Background: an optimization exercise with open tools, aiming at small area, a short achievable clock period and few clock cycles per item. Do not read the settings as production practice.
Where RTL was checked, it was by simulation tests only, not by an equivalence proof against the original.
Function not checked in runs 2 to 5: the RTL went through the layout flow alone.
Power and IR drop assume default switching activity.

## flow/design.v (module list and top-level ports; edited modules follow where they fit)
// module mul: 1395 lines
// module ysyx_mulunit: 21 lines
module ysyx_mulunit (
    input          clk,
    input          rst_n,
    input          mul_valid,
    input  [63:0]  alu_src1,
    input  [63:0]  alu_src2,
    input  [3:0]   mul_expand_signed,
    output [129:0] mul_res,
    output         sh_fnsh_flag
);
  // ...
==> flow/run.sh <==
#!/bin/bash
# synth_recipe.tcl (not shown) runs the flow's synth.tcl, then flattens the netlist and writes it again
# the make line also repeats each setting of config.mk as NAME=value (left out here)
make -C /OpenROAD-flow-scripts/flow DESIGN_CONFIG=/design/flow/config.mk WORK_HOME=/design/flow/orfs CLKGATE_MAP_FILE= SYNTH_SCRIPT=/design/flow/synth_recipe.tcl finish
==> flow/config.mk <==
export PLATFORM = sky130hd
export DESIGN_NAME = ysyx_mulunit
export DESIGN_NICKNAME = ysyx_mulunit
export VERILOG_FILES = /design/flow/design.v
export SDC_FILE = /design/flow/constraint.sdc
export NUM_CORES = 8
export LEC_CHECK = 0
export CAP_MARGIN = 20
export CORE_MARGIN = 2
export CORE_UTILIZATION = 50
export SETUP_SLACK_MARGIN = 4.0
export SLEW_MARGIN = 20
==> flow/constraint.sdc <==
create_clock -name core_clock -period 8.0 [get_ports {clk}]
set_input_delay 1.6000 -clock core_clock [delete_from_list [all_inputs] [get_ports {clk}]]
set_output_delay 1.6000 -clock core_clock [all_outputs]
set_load 0.01 [all_outputs]
==> reports/summary.md, run 1 <==
The run finished with no timing, DRC or antenna violations. The mean number of vias per cell was 6.40; the proportion of synthesized flip-flops having asynchronous set or reset was 1.03%. Flip-flop count of the largest register, all copies and words added: 128.

The worst ir drop on vdd is 0.163 mV, and the data required time of the worst path is 8440 ps. The tools report the terminating pin of the worst hold path as u_mul.res. Counting tap cells, the placed design contains a total of 4269 instances. The detailed-route via count came out at 28079. The path category of the worst min-delay check was register to register. Setup repair after global routing could not meet its margin everywhere.

The area used by multi-input combinational logic was 0.0217 sq mm. The number of sequential cells was 291; the part of the total power dissipated in the clock network was 27.0%. The synthesized netlist devotes 14.2% of its cell area to simple gates. 266 I/O pins were placed. Sorting the synthesized cells by area gives the leading types as dfxtp_1 (20%), fa_1 (18%), xnor2_1 (9.6%). At the placement stage, the worst setup path has a slack of 1950 ps. The final hold violation count was 0; the global routing met1 resource utilization was 53.8%. Adding up every negative setup slack in the final design gives 0 ps.

In this run the deepest clock path goes through 3 buffers. The proportion of cell area occupied by registers works out to 16.7%. In this run the worst setup path terminates at u_mul.q[3]. The flow inserted 765 tap cells.

The synthesized design contains 291 register bits. The tools report the fill cell total of the finished layout as 5127. The cell sitting at the root of the clock tree is a clkbuf_16. In this run, distinct cell masters in the synthesized netlist total 101.

Measured on the final layout, buffering overhead outside the clock network stands at 10.5%. Global routing consumed, over all layers together, 38.1% of the routing resources. CTS saw 291 sinks.

The post-detailed-placement cell area was 0.0320 sq mm. The clock latency reported for the late side of the worst-skew pair is 580 ps, and the smallest setup slack after layout is 3900 ps. The most common cell after layout, fill and taps aside was inv_1. Timing startpoint of the critical path: alu_src2[63]. The highest layer used for signal routing was met5.

The multiplexer area fraction after synthesis came out at 1.46%. In this run the critical register-to-register path is captured at u_mul.P[91]. The analysis attributes to cell leakage a power of 13.7 nW.
Testbench counts, summed over its fixed seeds: cycles 30,552, muls 4,800.
==> inputs of run 2 (changes only) <==
--- a/flow/design.v
+++ b/flow/design.v
@@ -46,28 +46,34 @@
     input [63:0] x;
     input integer g;
     integer j;
     begin
         for (j = 0; j <= K; j = j + 1)
             chunk[j] = (K*g - 1 + j >= 0 && K*g - 1 + j < 64) ? x[K*g - 1 + j] : 1'b0;
     end
 endfunction
-wire [NC-1:0] ha = ta & ~(ta >> 1);
-wire [NC-1:0] hb = tb & ~(tb >> 1);
-reg [K:0] qa, qb;
-integer i;
-always @(*) begin
-    qa = {(K+1){1'b0}};
-    qb = {(K+1){1'b0}};
-    for (i = 0; i < NC; i = i + 1) begin
-        qa = qa | (chunk(am, i) & {(K+1){ha[i]}});
-        qb = qb | (chunk(bm, i) & {(K+1){hb[i]}});
+function [K:0] top;
+    input [63:0]    x;
+    input [NC-1:0]  t;
+    input [6:0]     w;
+    integer g;
+    begin
+        top = {(K+1){1'b0}};
+        for (g = 0; g < NC; g = g + 1)
+            if (g == NC - 1 || !t[(g + 1) % NC])
+                top = top | (chunk(x & ((w == 64) ? ~64'd0 : ((64'd1 << w) - 1)), g) & {(K+1){t[g]}});
     end
-end
+endfunction
+wire [K:0] qa64 = top(alu_src1, ta64, 7'd64), qb64 = top(alu_src2, tb64, 7'd64);
+wire [K:0] qa32 = top(alu_src1, ta32, 7'd32), qb32 = top(alu_src2, tb32, 7'd32);
+wire [K:0] qa16 = top(alu_src1, ta16, 7'd16), qb16 = top(alu_src2, tb16, 7'd16);
+wire [K:0] qa = e0 ? qa64 : e12 ? qa32 : qa16;
+wire [K:0] qb = e0 ? qb64 : e12 ? qb32 : qb16;
+integer i;
 reg              busy;      
 reg              res;       
 reg  [NC-1:0]    cnt;       
 reg              swp;
 reg  [127:0]     P;         
 reg  [W-1:0]     C;         
 reg  [63:0]      M;
 reg  [K:0]       q;
@@ -650,39 +656,42 @@
 wire t544 = (1'b1 & t395) | (1'b1 & t394) | (t395 & t394);
 wire t545 = 1'b1 ^ t397 ^ t396;
 wire t546 = (1'b1 & t397) | (1'b1 & t396) | (t397 & t396);
 wire t547 = 1'b1 ^ t399 ^ t398;
 wire t548 = (1'b1 & t399) | (1'b1 & t398) | (t399 & t398);
 wire [W-1:0] ns = {t547, t545, t543, t541, t539, t537, t535, t533, t531, t529, t527, t525, t523, t521, t519, t517, t515, t513, t511, t509, t507, t505, t503, t501, t499, t497, t495, t493, t491, t489, t487, t485, t483, t481, t479, t477, t475, t473, t471, t469, t467, t465, t463, t461, t459, t457, t455, t453, t451, t449, t447, t445, t443, t441, t439, t437, t435, t433, t431, t429, t427, t425, t423, t421, t419, t417, t415, t413, t411, t409, t407, t405, t403, neg1, r0[1], r0[0]};
 wire [W-1:0] nc = {t546, t544, t542, t540, t538, t536, t534, t532, t530, t528, t526, t524, t522, t520, t518, t516, t514, t512, t510, t508, t506, t504, t502, t500, t498, t496, t494, t492, t490, t488, t486, t484, t482, t480, t478, t476, t474, t472, t470, t468, t466, t464, t462, t460, t458, t456, t454, t452, t450, t448, t446, t444, t442, t440, t438, t436, t434, t432, t430, t428, t426, t424, t422, t420, t418, t416, t414, t412, t410, t408, t406, t404, t402, t401, 1'b0, neg0};
 wire [1:0] ncout = {t400, t548};
+reg dlp, dlm;
 wire [K:0]   e    = P[W-1:W-K] + C[W-1:W-K];
-wire [K:0]   em1  = e - 1'b1;
-wire [K:0]   ep1  = e + 1'b1;
-wire [1:0]   nco  = {ncout[1] & ncout[0], ncout[1] ^ ncout[0]};    
-wire [K-1:0] dlow = nco[1] ? ep1[K-1:0] : nco[0] ? e[K-1:0] : em1[K-1:0];
-wire e0z  = (e == 0);
-wire e2k  = (e == (1 << K));
-wire e2km = (e == (1 << K) - 1);
-wire egt  = (e > (1 << K));
-wire udec = e0z & ~nco[0] & ~nco[1];
-wire uinc = egt | (e2k & (nco[0] | nco[1])) | (e2km & nco[1]);
+wire [K+1:0] tz0  = {1'b0, e} - 1'b1;        
+wire [K+1:0] tz1  = {1'b0, e};
+wire [K+1:0] tz2  = {1'b0, e} + 1'b1;
+wire [1:0]   nco  = {ncout[1] & ncout[0], ncout[1] ^ ncout[0]};
+wire [K+1:0] tz   = nco[1] ? tz2 : nco[0] ? tz1 : tz0;
 wire [127-W:0] ub = P[127:W];
-wire [127-W:0] all1, all0;
-assign all1[0] = 1'b1;
-assign all0[0] = 1'b1;
+wire [127-W:K] all1, all0;
+assign all1[K] = 1'b1;
+assign all0[K] = 1'b1;
 genvar g;
-generate for (g = 1; g <= 127 - W; g = g + 1) begin : pa
+generate for (g = K + 1; g <= 127 - W; g = g + 1) begin : pa
     assign all1[g] = all1[g-1] & ub[g-1];
     assign all0[g] = all0[g-1] & ~ub[g-1];
 end endgenerate
-wire [127-W:0] ustep = {ub[127-W-K:0] ^ ((all1[127-W-K:0] & {(128-W-K){uinc}}) |
-                                         (all0[127-W-K:0] & {(128-W-K){udec}})),
-                        dlow};
+wire [127-W:0] ud = {ub[127-W:K] ^ ((all1 & {(128-W-K){dlp}}) | (all0 & {(128-W-K){dlm}})),
+                     ub[K-1:0]};
+wire [127-W:0] ustep = {ud[127-W-K:0], tz[K-1:0]};
+wire tdp = ~tz[K+1] & tz[K];                
+wire tdm = tz[K+1];
+wire [127-W:0] a1d;
+assign a1d[0] = 1'b1;
+generate for (g = 1; g <= 127 - W; g = g + 1) begin : pd
+    assign a1d[g] = a1d[g-1] & ud[g-1];
+end endgenerate
 wire [W:0] rsum;
 wire ra_g0_0 = P[0] & C[0];
 wire ra_p0_0 = P[0] ^ C[0];
 wire ra_g0_1 = P[1] & C[1];
 wire ra_p0_1 = P[1] ^ C[1];
 wire ra_g0_2 = P[2] & C[2];
 wire ra_p0_2 = P[2] ^ C[2];
 wire ra_g0_3 = P[3] & C[3];
@@ -1351,17 +1360,17 @@
 assign rsum[69] = ra_p0_69 ^ ra_G7_68;
 assign rsum[70] = ra_p0_70 ^ ra_G7_69;
 assign rsum[71] = ra_p0_71 ^ ra_G7_70;
 assign rsum[72] = ra_p0_72 ^ ra_G7_71;
 assign rsum[73] = ra_p0_73 ^ ra_G7_72;
 assign rsum[74] = ra_p0_74 ^ ra_G7_73;
 assign rsum[75] = ra_p0_75 ^ ra_G7_74;
 assign rsum[76] = ra_G7_75;
-wire [127-W:0] ures = ub ^ (all1 & {(128-W){rsum[W]}});
+wire [127-W:0] ures = ud ^ (a1d & {(128-W){rsum[W]}});
 wire sx = (f1 & rsum[31]) | (f3 & rsum[15]);
 wire [127:0] rres = {ures, rsum[W-1:64],
                      f0 ? rsum[63:32] : {32{sx}},
                      f3 ? {16{rsum[15]}} : rsum[31:16],
                      rsum[15:0]};
 always @(posedge clk or negedge rst_n) begin
     if (!rst_n) begin
         busy         <= 1'b0;
@@ -1379,21 +1388,25 @@
     f0  <= e0;
     f1  <= e1;
     f3  <= e3;
     if (busy) begin
         cnt <= cnt >> 1;
         q   <= swp ? qna : qnb;
         P   <= {ustep, ns};
         C   <= nc;
+        dlp <= tdp;
+        dlm <= tdm;
     end else begin
         cnt <= tn;
         q   <= swap ? qa : qb;
         P   <= res ? rres : 128'd0;
         C   <= {W{1'b0}};
+        dlp <= 1'b0;
+        dlm <= 1'b0;
     end
 end
 assign mul_res = {2'b00, P};
 endmodule
 module ysyx_mulunit (
     input          clk,
     input          rst_n,
     input          mul_valid,
==> reports/summary.md, run 2 <==
The tools report the clock root buffer master as clkbuf_16 (unchanged). The run gives 37.6% (was 38.1%) as the overall routing resource usage. The most common cell after layout, fill and taps aside is inv_1 (unchanged). The final critical path time including I/O delays and setup is 3970 ps (was 4100 ps). The final hold violation count is 0 (unchanged). The run gives 2 (was 6) as the number of antenna violations at the first check in global routing. The mean post-synth cell area is 8.16 sq um (was 8.39 sq um). Busiest layer in global routing: met2 (unchanged). The largest net degree at the start of global routing was 89 (was 121); the total length of routed wires was 119000 um (about the same).

The run gives 50.8% (was 50.7%) as the starting density of the core. The area used by multi-input combinational logic came out at 0.0224 sq mm (was 0.0217 sq mm). Detailed-route via count: 29190 (was 28079). The global routing met1 resource utilization came out at 48.9% (was 53.8%). Fill cell total of the finished layout: 5259 (was 5127).

The wire length of the first global-routing pass was 180000 um (was 175000 um). The logs give 4294 (was 4090) for the net count reported at finish and 4410 ps (was 4530 ps) for the arrival time of the worst setup path. For the share of the yosys chip area belonging to registers, the log shows 19.6% (was 19.9%).

The flow ran to the end and the layout has no timing, DRC or antenna violations. The most numerous cell type found on the critical path is o21ai_1. The register name with the most flops was u_mul.P (unchanged).

The cell count after synthesis came out at 3685 (was 3494). The placer's final routability congestion estimate came out at 0.999 (was 0.998). The tools report the nature of the critical path endpoint as a register (unchanged). The power density over the cells works out to 279 mW/mm^2 (was 207 mW/mm^2). The worst setup path category is input pin to register (unchanged). The half-perimeter wire length after detailed placement was 88700 um (was 87600 um).

Most frequently used cell type in the post-synthesis netlist: inv_1 (unchanged). The logs give 590 ps (was 580 ps) for the clock latency reported for the late side of the worst-skew pair and 34.9% (was 31.4%) for the worst slew margin relative to its limit. Leakage power of the design: 14.1 nW (was 13.7 nW). The path category of the worst min-delay check was register to register (unchanged). The cell taking the most area after synthesis was dfxtp_1 (unchanged).

Top library cells by usage in the layout, fill and taps aside: inv_1 (372), nand2_1 (339), xnor2_1 (331) (was inv_1 (369), a22oi_1 (321), xnor2_1 (320)). The core area is 0.0592 sq mm (was 0.0578 sq mm). The number of rows in the core area was 89 (was 88).

Master of the slowest instance on the critical path: or4_4 (was a222oi_1). The proportion of synthesized flip-flops having asynchronous set or reset works out to 1.02% (was 1.03%). The setup violation total in the final timing report was 0 (unchanged); the number of I/O port buffers was 263 (unchanged).

The full die area came out at 0.0621 sq mm (was 0.0606 sq mm). Share of cells above drive strength 1: 9.02% (was 8.95%). For the reg-to-reg setup timing slack, the log shows 4050 ps (was 4070 ps). The deepest level of the CTS H-tree was 2 (unchanged). Worst-case hold slack: 510 ps (was 442 ps). For the max-slew violation count, the log shows 0 (unchanged). Flip-flop count of the largest register, all copies and words added: 128 (unchanged).

The run gives 39 (was 38) as the clock buffer count from CTS. The launch point of the worst reg-to-reg path was u_mul.P[100] (was u_mul.P[68]). The tools report the count of maximum capacitance violations as 0 (unchanged). The run gives 0.240 mV (was 0.163 mV) as the worst ir drop on vdd. Cell types occupying the most area after synthesis: dfxtp_1 (19%), fa_1 (17%), xnor2_1 (9.6%) (was dfxtp_1 (20%), fa_1 (18%), xnor2_1 (9.6%)). The area growth from synthesis to final layout works out to 18.3% (was 19.3%).

The number of global-route vias before repair was 29111 (was 27580); the I/O pin total was 266 (unchanged). The register bit total from synthesis was 293 (was 291); the CTS sink count was 293 (was 291). The sequential cell area was 0.00590 sq mm (was 0.00586 sq mm); the starting DRC count in detailed routing was 3128 (was 3009). Top post-synthesis cells by count: inv_1 (372), nand2_1 (346), xnor2_1 (331) (was inv_1 (370), a22oi_1 (329), xnor2_1 (322)).

Final critical-path share of the clock period: 49.6% (was 51.2%). The kind of start point of the critical path was an input pin (unchanged). The setup skew after layout is 22.0 ps (was 19.6 ps), and the global-route met2 utilization is 60.3% (was 58.4%).

The total of warnings raised by yosys is 1 (unchanged). The hold path startpoint is u_mul.cnt[1] (unchanged). The count of cell types in the netlist is 92 (was 101). The summed negative setup slack over all endpoints came out at 0 ps (unchanged). The highest net fanout along the worst path works out to 6 (was 9). The fraction of synthesized cell area taken by the top area cell type works out to 19.3% (was 19.7%). The clock-pin slew of the registers on the worst-case setup and hold paths was 60 ps (about the same). The tools report the timing-limited maximum frequency as 0.252 GHz (was 0.244 GHz). List of cells traversed by the critical path: dlygate4sd2_1, or4_4, nor2_4, o211ai_1, a221oi_4, o221ai_4, o211ai_4, buf_6, buf_12, o2111ai_1, o21ai_1, nor2_1, a211oi_1, o21ai_1 (was clkdlybuf4s50_1, clkinv_1, a222oi_1, nor2_1, a221oi_1, nand3_1, a21oi_1, o31ai_1).

Timing startpoint of the critical path: alu_src2[39] (was alu_src2[63]). The run gives 10 (was 8) as the number of optimization iterations in the first detailed-route pass. TritonCTS built the clock tree. The antenna violation net count after detailed routing came out at 0 (unchanged). The remaining global-route overflow is 0 (unchanged). Setup repair after global routing could not meet its margin everywhere. Registers with the highest flip-flop counts: u_mul.P: 128 flops, u_mul.C: 75 flops, u_mul.M: 64 flops (unchanged). Number of remaining DRC errors: 0 (unchanged). The largest stage delay on the critical path is 560 ps (was 870 ps), and the maximum count of clock buffers along a single path is 3 (unchanged). Netlist area before placement: 0.0301 sq mm (was 0.0293 sq mm). The data required time of the worst path is 8440 ps (about the same), and the routed wirelength normalized by instance count is 26.0 um (was 27.2 um). The worst-margin pin slew is 975 ps (was 1020 ps). The die width came out at 249 um (was 246 um).

Dominant synthesized flop cell: dfxtp_1 (unchanged). The overall die height is 249 um (was 246 um), and the mean number of vias per cell is 6.34 (was 6.40). Count of flip-flops with a built-in enable after synthesis: 0 (unchanged). The tools report the met3 layer usage reported by global route as 6.50% (was 6.90%).
[run 2: cell types whose count changed in the layout (fill, tap and decap cells not counted), sizes merged, moves of 14 or more]
cell and change:
a211oi -15, a21o +20, a21oi +80, a22oi -45
buf +26, clkdlybuf4s50 -15, dlygate4sd2 +19, dlymetal6s2s -14
mux2i -30, nand2 +35, nand3 +24, o21ai +73
o21bai +17, o22ai -17
[run 2: per-stage QoR]
step,setup WS [ps],util [%],power (W),cells,instance area (sq um)
final,4030,60.0,0.00993,4601,35600
after global routing,3930,60.0,0.0107,4599,35600
after CTS,3970,59.1,0.00987,4576,35000
after detailed placement,1890,55.5,0.00791,4474,32900
after global placement,1890,55.5,0.00778,4474,32900
after floorplan,3870,-,0.00589,3686,30200
[run 2: timing repair]
action | 4_1_cts | 5_1_grt
pin swaps | 37 | 41
endpoints found under the hold margin | 0 | 0
buffers inserted | 27 | 22
gates cloned | 4 | 1
endpoints found under the setup margin | 200 | 143
resized for setup | 236 | 143
hold buffers | 0 | 0
[run 2: layer usage]
| layer | share of wire [%] | up-vias |
|---|---|---|
| met5 | 0 | - |
| met4 | 5.7 | 0 |
| met3 | 8.9 | 318 |
| met2 | 45 | 1671 |
| met1 | 40 | 14339 |
| li1 | - | 12862 |
[run 2: area by class of cell]
cell class                      count  share of cell area (%)
Clock inverter                     23                   0.756
Inverter                          376                    3.98
Sequential cell                   293                    16.6
Timing Repair Buffer              353                    10.0
Antenna cell                        2                  0.0141
Tap cell                          773                    2.72
Clock buffer                       48                    2.98
Multi-Input combinational cell   2733                    62.9
[run 2: cells by family after synthesis]
family	count (synthesis)	synth area share, %
AOI/OAI and AO/OA	982	21.8
and+or+nand+nor	963	15.8
buffers and inverters	661	8.81
xor gates and xnor gates	409	12.0
adders and majority gates	363	21.6
DFF	293	19.6
muxes	13	0.458
other	1	0.0125
[run 2: critical path: cells and delay by family]
kind / cells / cell delay (ps)
and+or+nand+nor: 3 / 780
buffers and inverters: 3 / 610
AOI/OAI and AO/OA: 8 / 1410
[run 2: worst paths after layout]
kind,end,cells after the start
max,u_mul.q[4],14
min,u_mul.res,1
max reg2reg,u_mul.P[126],11
min reg2reg,u_mul.res,1
max in group asynchronous,u_mul.busy,1
min in group asynchronous,u_mul.sh_fnsh_flag,1
[run 2: power by group]
part | switching, W | internal, W
logic | 0.00345 | 0.00244
registers | 0.000445 | 0.00173
clock network | 0.000787 | 0.00108
==> inputs of run 3 (changes only) <==
==> flow/flow/run.sh (new file) <==
#!/bin/bash
# Layout flow: the standard layout (standard.sh, which also runs the
# standard synthesis) with two resizer settings changed: the port buffers start
# as buf_2 instead of the buffer the resizer picks, and sizing may swap a cell
# for one of another footprint. make's output goes to make.log; each step's
# tool output is in orfs/logs/.
set -euo pipefail
bash standard.sh MATCH_CELL_FOOTPRINT=0 \
    "BUFFER_PORTS_ARGS=-buffer_cell sky130_fd_sc_hd__buf_2" \
    finish > make.log 2>&1
==> flow/standard.sh (new file) <==
#!/bin/bash
# synth_recipe.tcl (not shown) runs the flow's synth.tcl, then flattens the netlist and writes it again
# the make line also repeats each setting of config.mk as NAME=value (left out here)
make -C /OpenROAD-flow-scripts/flow DESIGN_CONFIG=/design/flow/config.mk WORK_HOME=/design/flow/orfs CLKGATE_MAP_FILE= SYNTH_SCRIPT=/design/flow/synth_recipe.tcl "${@:-finish}"
removed: flow/run.sh
==> reports/summary.md, run 3 <==
The run finished with no timing, DRC or antenna violations. The detailed-route via count is 29240 (was 29190), and the final critical path time including I/O delays and setup is 4040 ps (was 3970 ps). The data required time of the worst path is 8410 ps (was 8440 ps), and the number of I/O port buffers is 263 (unchanged). The fraction of synthesized cell area taken by the top area cell type is 19.3% (unchanged), and the deepest level of the CTS H-tree is 2 (unchanged).

The starting DRC count in detailed routing was 3279 (was 3128); the share of the yosys chip area belonging to registers was 19.6% (unchanged). The share of cells above drive strength 1 works out to 14.3% (was 9.02%). The proportion of synthesized flip-flops having asynchronous set or reset was 1.02% (unchanged); the count of maximum capacitance violations was 0 (unchanged). Clock-pin slew of the registers on the worst-case setup and hold paths: 60 ps (about the same). The run gives 0 (unchanged) as the max-slew violation count. Dominant synthesized flop cell: dfxtp_1 (unchanged).

The highest net fanout along the worst path came out at 34 (was 6). Most frequently used cell type in the post-synthesis netlist: inv_1 (unchanged). For the cell count after synthesis, the log shows 3685 (unchanged). For the switching power, the log shows 0.00468 W (about the same). Top library cells by usage in the layout, fill and taps aside: inv_1 (371), nand2_1 (343), xnor2_1 (331) (was inv_1 (372), nand2_1 (339), xnor2_1 (331)). The run gives 31.0 ps (was 22.0 ps) as the setup skew after layout. The hold path startpoint is u_mul.cnt[1] (unchanged).

The netlist area before placement was 0.0301 sq mm (unchanged); the overall die height was 249 um (unchanged). The net count reported at finish was 4283 (was 4294). The run gives 0.00509 W (was 0.00525 W) as the cell internal power dissipation. The I/O pin total was 266 (unchanged). The routed wirelength normalized by instance count works out to 26.2 um (was 26.0 um). The number of hold buffers added after CTS was 0 (unchanged); the number of rows in the core area was 89 (unchanged). The mean number of vias per cell came out at 6.37 (was 6.34). The flip-flop count of the largest register, all copies and words added is 128 (unchanged), and the number of global-route vias before repair is 28717 (was 29111). The tools report the worst ir drop on vdd as 0.207 mV (was 0.240 mV). The run gives 92 (unchanged) as the count of cell types in the netlist.

The tools report the launch point of the worst reg-to-reg path as u_mul.q[5] (was u_mul.P[100]). The number of cells on the worst hold path was 1 (unchanged). TritonCTS built the clock tree.

For the wire length of the first global-routing pass, the log shows 180000 um (about the same). The sequential share of power came out at 22.0% (was 21.9%). The arrival time of the worst setup path is 4450 ps (was 4410 ps), and the total chip power is 0.00977 W (was 0.00993 W).

The logs give 4100 ps (was 4050 ps) for the reg-to-reg setup timing slack and 1.00 (was 0.999) for the placer's final routability congestion estimate. The remaining global-route overflow was 0 (unchanged); the clock buffer count from CTS was 38 (was 39). The timing-limited maximum frequency was 0.247 GHz (was 0.252 GHz); the count of cells along the worst register-to-register path was 10 (was 11). The die width is 249 um (unchanged), and the largest net degree at the start of global routing is 102 (was 89). Path category of the worst min-delay check: register to register (unchanged). The clock root buffer master is clkbuf_16 (unchanged). The total of warnings raised by yosys is 1 (unchanged). The logs give 0 (unchanged) for the antenna violation net count after detailed routing and 5 (was 2) for the number of antenna violations at the first check in global routing.

Starting density of the core: 50.8% (unchanged). The setup violation total in the final timing report is 0 (unchanged). For the half-perimeter wire length after detailed placement, the log shows 89800 um (was 88700 um). The tools report the kind of start point of the critical path as an input pin (unchanged). Count of flip-flops with a built-in enable after synthesis: 0 (unchanged). The logs give 580 ps (was 590 ps) for the clock latency reported for the late side of the worst-skew pair and 3 (unchanged) for the maximum count of clock buffers along a single path. The final critical-path share of the clock period is 50.5% (was 49.6%).

The nature of the critical path endpoint is a register (unchanged). Worst setup path category: input pin to register (unchanged). Mean post-synth cell area: 8.16 sq um (unchanged).

The logs give 0 (unchanged) for the number of remaining DRC errors and 19.1% (was 18.8%) for the part of the total power dissipated in the clock network. Setup repair after global routing could not meet its margin everywhere. The area growth from synthesis to final layout was 13.3% (was 18.3%); the total length of routed wires was 120000 um (was 119000 um).

The register bit total from synthesis works out to 293 (unchanged). Most common cell after layout, fill and taps aside: inv_1 (unchanged). The register name with the most flops was u_mul.P (unchanged). Switching share of power: 47.9% (was 47.1%). Cell taking the most area after synthesis: dfxtp_1 (unchanged). The number of optimization iterations in the first detailed-route pass came out at 6 (was 10). The power density over the cells works out to 287 mW/mm^2 (was 279 mW/mm^2).

The tools report the capture point of the worst reg-to-reg path as u_mul.P[11] (was u_mul.P[126]). Registers with the highest flip-flop counts: u_mul.P: 128 flops, u_mul.C: 75 flops, u_mul.M: 64 flops (unchanged). CTS sink count: 293 (unchanged). Overall routing resource usage: 37.6% (about the same). Top post-synthesis cells by count: inv_1 (372), nand2_1 (346), xnor2_1 (331) (unchanged). The tools report the full die area as 0.0621 sq mm (unchanged). The fraction of power consumed by combinational cells was 58.9% (was 59.3%); the summed negative setup slack over all endpoints was 0 ps (unchanged). Worst-margin pin slew: 1120 ps (was 975 ps). Core area: 0.0592 sq mm (unchanged).

The final hold violation count came out at 0 (unchanged). The tools report the terminating pin of the worst hold path as u_mul.res (unchanged). The leakage power of the design is 13.9 nW (was 14.1 nW), and the worst slew margin relative to its limit is 25.4% (was 34.9%). Cell types occupying the most area after synthesis: dfxtp_1 (19%), fa_1 (17%), xnor2_1 (9.6%) (unchanged).
run 3: logic make-up after synthesis:
logic type                 synth area share (%)
xor gates and xnor gates                   12.0
buffers and inverters                      8.81
DFF                                        19.6
other                                    0.0125
muxes                                     0.458
and+or+nand+nor                            15.8
adders and majority gates                  21.6
AOI/OAI and AO/OA                          21.8
run 3: power groups by stage:
stage | Combinational (W) | Sequential [W] | Clock (W)
finish | 0.00575 | 0.00215 | 0.00187
floorplan | 0.00388 | 0.00201 | 0
global route | 0.00644 | 0.00217 | 0.00194
CTS | 0.00567 | 0.00213 | 0.00188
global placement | 0.00544 | 0.00215 | 0
detailed placement | 0.00556 | 0.00215 | 0
run 3: area by class of cell:
type | instances | area, sq um
Fill cell | 5511 | 25200
Multi-Input combinational cell | 2734 | 22300
Sequential cell | 293 | 5900
Timing Repair Buffer | 342 | 2190
Inverter | 376 | 1430
Clock buffer | 54 | 1090
Tap cell | 773 | 967
Clock inverter | 15 | 226
Antenna cell | 3 | 7.51
run 3: worst max path at each step:
stage	from	endpoint	slack [ps]	cells past startpoint
after floorplan	alu_src1[35]	u_mul.q[5]	3870	10
after global placement	alu_src2[47]	u_mul.q[6]	2080	11
after detailed placement	alu_src2[52]	u_mul.q[7]	2040	11
after CTS	alu_src2[56]	u_mul.M[57]	3940	10
after global routing	alu_src2[59]	u_mul.q[5]	3920	12
final	alu_src2[59]	u_mul.q[5]	3960	12
run 3: critical path, cell delays in order:
cell      delay, ps
buf_8            90
or4_4           560
or2_4           280
a21o_1          190
a221oi_4        370
o221ai_4        180
o211ai_4        340
buf_4           190
buf_12          200
a311oi_1         90
a221oi_1        210
o21ai_0         140
run 3: metrics by stage:
stage	hold slack (ps)	instance area, sq um	setup slack [ps]	std cells	util, %
detailed placement	493	31500	2040	4466	53.2
CTS	506	33500	3940	4567	56.5
finish	502	34100	3960	4590	57.5
global route	509	34100	3920	4590	57.5
global placement	501	31500	2080	4466	53.2
floorplan	415	30200	3870	3686	-
run 3: what timing repair did:
item / 4_1_cts / 5_1_grt
setup endpoints to repair: 183 / 143
pin swaps: 17 / 24
gates cloned: 3 / 0
gates resized for setup: 107 / 102
buffers inserted: 29 / 20
run 3: routing by layer:
layer  wire length, um  vias up  GRT usage, %
li1                  -    12837             -
met1             48400    14361          49.5
met2             55100     1672          60.5
met3              9820      366          5.25
met4              6880        4          18.8
met5                27        -             0
==> inputs of run 4 (changes only) <==
--- a/flow/config.mk
+++ b/flow/config.mk
@@ -9,4 +9,4 @@
 export CORE_MARGIN = 2
 export CORE_UTILIZATION = 50
-export SETUP_SLACK_MARGIN = 4.0
+export SETUP_SLACK_MARGIN = 4.5
 export SLEW_MARGIN = 20
==> reports/summary.md, run 4 <==
The number of remaining DRC errors was 0 (unchanged); the clock latency reported for the late side of the worst-skew pair was 590 ps (was 580 ps). Net count reported at finish: 4455 (was 4283). The proportion of synthesized flip-flops having asynchronous set or reset was 1.02% (unchanged). Most common cell after layout, fill and taps aside: inv_1 (unchanged).

The count of maximum capacitance violations is 0 (unchanged). The register name with the most flops was u_mul.P (unchanged). List of cells traversed by the critical path: buf_2, nor2_1, buf_4, nand2_1, buf_4, nor3b_2, a221oi_1, nand3_1, nand3_1, o21ai_1 (was buf_8, or4_4, or2_4, a21o_1, a221oi_4, o221ai_4, o211ai_4, buf_4, buf_12, a311oi_1, a221oi_1, o21ai_0). The mean number of vias per cell is 6.61 (was 6.37), and the worst-margin pin slew is 1280 ps (was 1120 ps).

Clock root buffer master: clkbuf_16 (unchanged). The number of I/O port buffers was 263 (unchanged). For the CTS sink count, the log shows 293 (unchanged). The worst setup path category is input pin to register (unchanged). TritonCTS built the clock tree. The full die area is 0.0621 sq mm (unchanged). The clock buffer count from CTS is 39 (was 38), and the final critical-path share of the clock period is 50.0% (was 50.5%).

The number of optimization iterations in the first detailed-route pass is 9 (was 6). The arrival time of the worst setup path is 4510 ps (was 4450 ps), and the number of global-route vias before repair is 30602 (was 28717). The tools report the total of warnings raised by yosys as 1 (unchanged).

The final instance area is 0.0398 sq mm (was 0.0341 sq mm), and the deepest level of the CTS H-tree is 2 (unchanged). Setup repair after global routing could not meet its margin everywhere. Cell taking the most area after synthesis: dfxtp_1 (unchanged). The number of buffer and inverter instances along the worst setup path is 3 (unchanged).

The tools report the kind of start point of the critical path as an input pin (unchanged). The cell count after synthesis came out at 3685 (unchanged). Cell type group with the largest total delay on the critical path: simple AND/OR/NAND/NOR gates (was compound AO/OA/AOI/OAI gates).

The die width was 249 um (unchanged); the flip-flop count of the largest register, all copies and words added was 128 (unchanged). The setup skew after layout is 20.4 ps (was 31.0 ps). The run gives 67.2% (was 57.5%) as the post-layout utilization of the core.

Detailed-route via count: 31468 (was 29240). The post-placement setup slack is 2270 ps (was 2040 ps), and the final hold violation count is 0 (unchanged). Cell types occupying the most area after synthesis: dfxtp_1 (19%), fa_1 (17%), xnor2_1 (9.6%) (unchanged).

The mean post-synth cell area was 8.16 sq um (unchanged); the starting density of the core was 50.8% (unchanged). The master of the slowest instance on the critical path is nor3b_2 (was or4_4). The run gives 0.244 mV (was 0.207 mV) as the worst ir drop on vdd. The number of antenna violations at the first check in global routing is 6 (was 5), and the power density over the cells is 274 mW/mm^2 (was 287 mW/mm^2).

The worst slew margin relative to its limit is 14.3% (was 25.4%), and the timing-limited maximum frequency is 0.250 GHz (was 0.247 GHz). The number of cells on the critical path was 10 (was 12); the clock-pin slew of the registers on the worst-case setup and hold paths was 70 ps (was 60 ps). The half-perimeter wire length after detailed placement was 88800 um (was 89800 um). The flow ran to the end and the layout has no timing, DRC or antenna violations. The overall die height is 249 um (unchanged), and the number of hold buffers added after CTS is 0 (unchanged).

The tools report the max-slew violation count as 0 (unchanged). Registers with the highest flip-flop counts: u_mul.P: 128 flops, u_mul.C: 75 flops, u_mul.M: 64 flops (unchanged). The setup violation total in the final timing report is 0 (unchanged), and the wire length of the first global-routing pass is 195000 um (was 180000 um).

The largest net degree at the start of global routing was 96 (was 102). Leakage power of the design: 16.0 nW (was 13.9 nW). The number of cells on the worst hold path was 2 (was 1); the fill cell total of the finished layout was 4756 (was 5511). Top post-synthesis cells by count: inv_1 (372), nand2_1 (346), xnor2_1 (331) (unchanged). The share of the yosys chip area belonging to registers was 19.6% (unchanged).

The maximum count of clock buffers along a single path was 3 (unchanged); the count of cell types in the netlist was 92 (unchanged). The count of flip-flops with a built-in enable after synthesis came out at 0 (unchanged). Dominant synthesized flop cell: dfxtp_1 (unchanged). The share of cells above drive strength 1 works out to 30.7% (was 14.3%). The summed negative setup slack over all endpoints is 0 ps (unchanged), and the area growth from synthesis to final layout is 32.4% (was 13.3%).

The number of rows in the core area was 89 (unchanged). The logs give 266 (unchanged) for the I/O pin total and 0.0315 sq mm (about the same) for the post-detailed-placement cell area. Nature of the critical path endpoint: a register (unchanged).

The data required time of the worst path is 8510 ps (was 8410 ps). The final critical path time including I/O delays and setup was 4000 ps (was 4040 ps). The tools report the total length of routed wires as 138000 um (was 120000 um). The core area is 0.0592 sq mm (unchanged). The fraction of synthesized cell area taken by the top area cell type is 19.3% (unchanged), and the placer's final routability congestion estimate is 1.04 (was 1.00). The highest net fanout along the worst path is 24 (was 34), and the smallest setup slack after layout is 4000 ps (was 3960 ps). Routed wirelength normalized by instance count: 28.9 um (was 26.2 um).

The path category of the worst min-delay check was register to register (unchanged). The largest stage delay on the critical path is 920 ps (was 560 ps), and the antenna violation net count after detailed routing is 0 (unchanged). Top library cells by usage in the layout, fill and taps aside: inv_1 (366), xnor2_1 (284), nand2_1 (257) (was inv_1 (371), nand2_1 (343), xnor2_1 (331)).

The register bit total from synthesis is 293 (unchanged), and the starting DRC count in detailed routing is 3855 (was 3279). The netlist area before placement was 0.0301 sq mm (unchanged). The most frequently used cell type in the post-synthesis netlist is inv_1 (unchanged). The tools report the overall routing resource usage as 41.0% (was 37.6%).

The run gives 0 (unchanged) as the remaining global-route overflow. The count of cells along the worst register-to-register path was 12 (was 10).
-- run 4: timing repair --
| item | in CTS | in global routing |
|---|---|---|
| pin swaps | 173 | 324 |
| gates cloned | 45 | 17 |
| endpoints found under the setup margin | 263 | 229 |
| buffers inserted | 82 | 80 |
| resized for setup | 533 | 481 |
-- run 4: path summary, 6_finish.rpt --
| check | start | to | slack [ps] |
|---|---|---|---|
| min in group asynchronous | rst_n | u_mul.busy | 800 |
| min | u_mul.P[82] | u_mul.P[90] | 540 |
| max reg2reg | u_mul.q[1] | u_mul.P[39] | 4340 |
| max | mul_expand_signed[3] | u_mul.q[5] | 4000 |
| min reg2reg | u_mul.P[82] | u_mul.P[90] | 540 |
| max in group asynchronous | rst_n | u_mul.busy | 7070 |
-- run 4: area by class of cell --
cell class | instances | area (sq um) | share of cell area [%]
clock buffer | 47 | 1070 | 2.68
timing repair inverter | 3 | 43.8 | 0.110
tap | 773 | 967 | 2.43
clock inverter | 21 | 292 | 0.732
antenna | 3 | 7.51 | 0.0189
timing repair buffer | 503 | 4530 | 11.4
multi-input combinational | 2741 | 25500 | 64.0
sequential | 293 | 5970 | 15.0
inverter | 376 | 1450 | 3.63
-- run 4: metal layers --
layer | vias up | part of all wire [%] | wire length, um | global-route usage (%)
met4 | 8 | 7.7 | 10600 | 24.1
met1 | 15295 | 37 | 50500 | 51.4
met5 | - | 0.048 | 66 | 0
li1 | 13223 | - | - | -
met2 | 2269 | 44 | 60700 | 64.5
met3 | 673 | 12 | 16000 | 9.59
-- run 4: worst min-delay path: stages, from the launching register on --
cell and delay [ps]:
dfxtp_1 360, nand2_1 80, o21ai_1 50
-- run 4: kinds of logic (layout without fill, tap and decap cells) --
kind of cell | count (synthesis) | count (layout) | share of synthesized area [%]
AOI/OAI and AO/OA | 982 | 982 | 21.8
xor gates and xnor gates | 409 | 409 | 12.0
adders and majority gates | 363 | 363 | 21.6
buffers and inverters | 661 | 950 | 8.81
DFF | 293 | 293 | 19.6
muxes | 13 | 14 | 0.458
other | 1 | 5 | 0.0125
and+or+nand+nor | 963 | 971 | 15.8
-- run 4: stage by stage --
step / power [W] / cells / hold slack, ps
after floorplan: 0.00590 / 3686 / 415
after global placement: 0.00755 / 4465 / 531
after detailed placement: 0.00766 / 4465 / 541
after CTS: 0.0102 / 4660 / 545
after global routing: 0.0116 / 4757 / 578
final: 0.0109 / 4760 / 535
-- run 4: power breakdown --
| part | internal [W] | leakage (nW) | switching [W] |
|---|---|---|---|
| Clock | 0.00115 | 0.669 | 0.000777 |
| Combinational | 0.00273 | 12.9 | 0.00408 |
| Sequential | 0.00174 | 2.42 | 0.000426 |
| Total | 0.00562 | 16.0 | 0.00529 |
==> inputs of run 5 (changes only) <==
--- a/flow/config.mk
+++ b/flow/config.mk
@@ -9,4 +9,4 @@
 export CORE_MARGIN = 2
 export CORE_UTILIZATION = 50
-export SETUP_SLACK_MARGIN = 4.5
+export SETUP_SLACK_MARGIN = 5.0
 export SLEW_MARGIN = 20
==> reports/summary.md, run 5 <==
The register bit total from synthesis is 293 (unchanged), and the timing-limited maximum frequency is 0.242 GHz (was 0.250 GHz). The worst-case hold slack was 473 ps (was 535 ps); the count of flip-flops with a built-in enable after synthesis was 0 (unchanged). The overall die height was 249 um (unchanged). For the overall routing resource usage, the log shows 43.9% (was 41.0%). The fraction of synthesized cell area taken by the top area cell type is 19.3% (unchanged), and the worst ir drop on vdd is 0.236 mV (was 0.244 mV). The number of remaining DRC errors is 0 (unchanged). The most frequently used cell type in the post-synthesis netlist was inv_1 (unchanged). For the count of maximum capacitance violations, the log shows 0 (unchanged). Register name with the most flops: u_mul.P (unchanged). Routed wirelength normalized by instance count: 29.8 um (was 28.9 um). For the final instance area, the log shows 0.0414 sq mm (was 0.0398 sq mm). The launch point of the worst reg-to-reg path is u_mul.P[19] (was u_mul.q[1]).

The starting density of the core came out at 50.8% (unchanged). The logs give 91300 um (was 88800 um) for the half-perimeter wire length after detailed placement and 0.0330 sq mm (was 0.0315 sq mm) for the post-detailed-placement cell area. The tools report the kind of start point of the critical path as an input pin (unchanged).

The tools report the timing startpoint of the critical path as alu_src1[35] (was mul_expand_signed[3]). The tools report the share of the yosys chip area belonging to registers as 19.6% (unchanged). The number of rows in the core area was 89 (unchanged). Clock root buffer master: clkbuf_16 (unchanged).

The logs give 9 (unchanged) for the number of optimization iterations in the first detailed-route pass and 16.6 nW (was 16.0 nW) for the leakage power of the design. The tools report the net count reported at finish as 4531 (was 4455). Top post-synthesis cells by count: inv_1 (372), nand2_1 (346), xnor2_1 (331) (unchanged).

Area growth from synthesis to final layout: 37.6% (was 32.4%). The run gives 0.00600 W (was 0.00562 W) as the cell internal power dissipation. The highest net fanout along the worst path is 5 (was 24), and the total of warnings raised by yosys is 1 (unchanged).

For the fraction of power consumed by combinational cells, the log shows 64.8% (was 62.5%). The logs give 92 (unchanged) for the count of cell types in the netlist and 0.0621 sq mm (unchanged) for the full die area. The critical path capture point was u_mul.q[1] (was u_mul.q[5]). The run gives 3685 (unchanged) as the cell count after synthesis.

The worst setup path category is input pin to register (unchanged). The capture point of the worst reg-to-reg path is u_mul.P[58] (was u_mul.P[39]). The number of hold buffers added after CTS is 0 (unchanged).

The proportion of synthesized flip-flops having asynchronous set or reset is 1.02% (unchanged). The tools report the starting DRC count in detailed routing as 4063 (was 3855). For the data required time of the worst path, the log shows 8480 ps (was 8510 ps). The I/O pin total is 266 (unchanged). TritonCTS built the clock tree.

The final hold violation count was 0 (unchanged); the switching power was 0.00559 W (was 0.00529 W). The worst-margin pin slew was 1030 ps (was 1280 ps); the mean number of vias per cell was 6.65 (was 6.61). The number of I/O port buffers works out to 263 (unchanged). The setup violation total in the final timing report is 0 (unchanged), and the final critical path time including I/O delays and setup is 4140 ps (was 4000 ps). The tools report the maximum count of clock buffers along a single path as 3 (unchanged). Cell types occupying the most area after synthesis: dfxtp_1 (19%), fa_1 (17%), xnor2_1 (9.6%) (unchanged). The nature of the critical path endpoint is a register (unchanged). Detailed-route via count: 32144 (was 31468). The final critical-path share of the clock period was 51.7% (was 50.0%). Largest net degree at the start of global routing: 94 (was 96). The tools report the clock latency reported for the late side of the worst-skew pair as 600 ps (was 590 ps). The most common cell after layout, fill and taps aside was inv_1 (unchanged).

The clock-pin slew of the registers on the worst-case setup and hold paths works out to 60 ps (was 70 ps). For the number of global-route vias before repair, the log shows 31733 (was 30602). The run gives 4620 ps (was 4510 ps) as the arrival time of the worst setup path. The run finished with no timing, DRC or antenna violations. The clock buffer count from CTS is 39 (unchanged).

Share of cells above drive strength 1: 37.8% (was 30.7%). The part of the total power dissipated in the clock network was 16.1% (was 17.7%). The CTS sink count was 293 (unchanged); the reg-to-reg setup timing slack was 4280 ps (was 4340 ps). Placer's final routability congestion estimate: 1.03 (was 1.04). The path category of the worst min-delay check is register to register (unchanged). The mean post-synth cell area is 8.16 sq um (unchanged). For the sequential share of power, the log shows 19.1% (was 19.8%). The max-slew violation count is 0 (unchanged). Top library cells by usage in the layout, fill and taps aside: inv_1 (349), xnor2_1 (258), buf_2 (252) (was inv_1 (366), xnor2_1 (284), nand2_1 (257)). For the number of antenna violations at the first check in global routing, the log shows 0 (was 6). Registers with the highest flip-flop counts: u_mul.P: 128 flops, u_mul.C: 75 flops, u_mul.M: 64 flops (unchanged). The flip-flop count of the largest register, all copies and words added was 128 (unchanged). The die width is 249 um (unchanged), and the deepest level of the CTS H-tree is 2 (unchanged). Setup repair after global routing could not meet its margin everywhere. The run gives 0 (unchanged) as the remaining global-route overflow. The antenna violation net count after detailed routing was 0 (unchanged); the core area was 0.0592 sq mm (unchanged). The netlist area before placement came out at 0.0301 sq mm (unchanged).

The worst slew margin relative to its limit came out at 31.3% (was 14.3%). The dominant synthesized flop cell is dfxtp_1 (unchanged). The total length of routed wires was 144000 um (was 138000 um).

The power density over the cells is 280 mW/mm^2 (was 274 mW/mm^2). The run gives 41.9 ps (was 20.4 ps) as the setup skew after layout. The summed negative setup slack over all endpoints is 0 ps (unchanged). The wire length of the first global-routing pass is 206000 um (was 195000 um), and the count of cells along the worst register-to-register path is 15 (was 12).

Cell taking the most area after synthesis: dfxtp_1 (unchanged). The switching share of power is 48.2% (was 48.5%).
run 5: cell types whose count changed in the layout (fill, tap and decap cells not counted), sizes merged:
cell and change:
or3 -1, buf +81, diode -2, mux2 +6, bufinv -1, inv -1
clkbuf -3, clkinv -2, clkinvlp +4, nand2b -5
run 5: repair_timing:
item                       4_1_cts  5_1_grt
gates resized for setup        737      233
pin swaps                      326      208
gates cloned                    51        4
setup buffers                  175       71
setup endpoints to repair      277      267
run 5: cell type report:
| cell class | instances | area, sq um |
|---|---|---|
| Multi-Input combinational cell | 2741 | 26200 |
| Fill cell | 4333 | 17900 |
| Sequential cell | 293 | 5990 |
| Timing Repair Buffer | 578 | 5440 |
| Inverter | 376 | 1440 |
| Clock buffer | 50 | 1050 |
| Tap cell | 773 | 967 |
| Clock inverter | 20 | 270 |
| Timing Repair inverter | 4 | 60.1 |
| Antenna cell | 1 | 2.50 |
run 5: cells by family after synthesis:
family / synth area share [%]
compound gates: 21.8
xor+xnor: 12.0
fa+ha+maj: 21.6
buf+inv: 8.81
flops: 19.6
mux: 0.458
other cells: 0.0125
simple gates: 15.8
run 5: worst max-delay path, cell delays in order:
cell       delay, ps
buf_12           110
or4_4            510
or4_4            480
nor3_4           240
o2111ai_2        170
a21oi_2          200
o211ai_4         150
buf_12           170
clkbuf_16        160
a221oi_1         530
a211oi_1         110
o21ai_0          170
run 5: worst min path at each step:
stage / start / end / slack, ps / depth (start not counted)
floorplan: u_mul.cnt[1] / u_mul.res / 420 / 1
global placement: u_mul.cnt[1] / u_mul.res / 460 / 1
detailed placement: u_mul.cnt[1] / u_mul.res / 470 / 1
CTS: u_mul.cnt[1] / u_mul.res / 480 / 1
global route: u_mul.cnt[1] / u_mul.res / 510 / 1
finish: u_mul.cnt[1] / u_mul.res / 470 / 1
run 5: routing by layer:
| metal | routed length, um | up-vias | track usage [%] |
|---|---|---|---|
| met3 | 17100 | 693 | 11.8 |
| met2 | 62800 | 2338 | 67.4 |
| li1 | - | 13359 | - |
| met4 | 11200 | 2 | 25.9 |
| met1 | 52900 | 15752 | 55.4 |
| met5 | 60 | - | 0 |
run 5: per-stage QoR:
stage                     total power [W]  util (%)  setup WS [ps]  instances
after CTS                          0.0109      67.0           3940       4760
after floorplan                   0.00618         -           3870       3686
after global routing               0.0122      69.8           3830       4835
after global placement            0.00779      55.7           2420       4464
final                              0.0116      69.8           3860       4836
after detailed placement          0.00794      55.7           2380       4464
run 5: power by group through the flow:
| stage | Combinational [W] | Sequential (W) | Clock [W] |
|---|---|---|---|
| finish | 0.00751 | 0.00221 | 0.00187 |
| CTS | 0.00687 | 0.00217 | 0.00187 |
| detailed placement | 0.00576 | 0.00218 | 0 |
| global placement | 0.00563 | 0.00217 | 0 |
| floorplan | 0.00415 | 0.00202 | 0 |
| global route | 0.00804 | 0.00222 | 0.00193 |

## re-timing with driven ports
How much do the figures lean on ideal ports? The routed layouts below were timed once more, with nothing changed but the port constraints.
Step 1, drivers: a clkbuf_16 drives clk and a buf_2 each remaining input, both assumed.
Step 2 adds t to the input delays and takes it off the output delays; t is the mean of the earliest and latest rising clock arrival at the registers after step 1. Input paths then give back, and output paths get back, about the clock's delay inside the block.
Slacks: no drivers / after step 1 / after step 2; pairs: no drivers / after step 1.
run	shift t [ns]	setup slack, ns	worst setup path after step 2
run 1	0.634	3.905 / 3.908 / 3.274	input to register
run 2	0.643	4.030 / 4.048 / 3.431	input to register
run 3	0.621	3.957 / 3.958 / 3.337	input to register
run 4	0.645	3.999 / 4.003 / 3.357	input to register
run 5	0.645	3.863 / 3.885 / 3.240	input to register
After both steps every run listed still meets setup and hold. For run 4, which loses most, drivers alone change the setup slack by +0.004 ns; drivers and shift together by -0.642 ns.
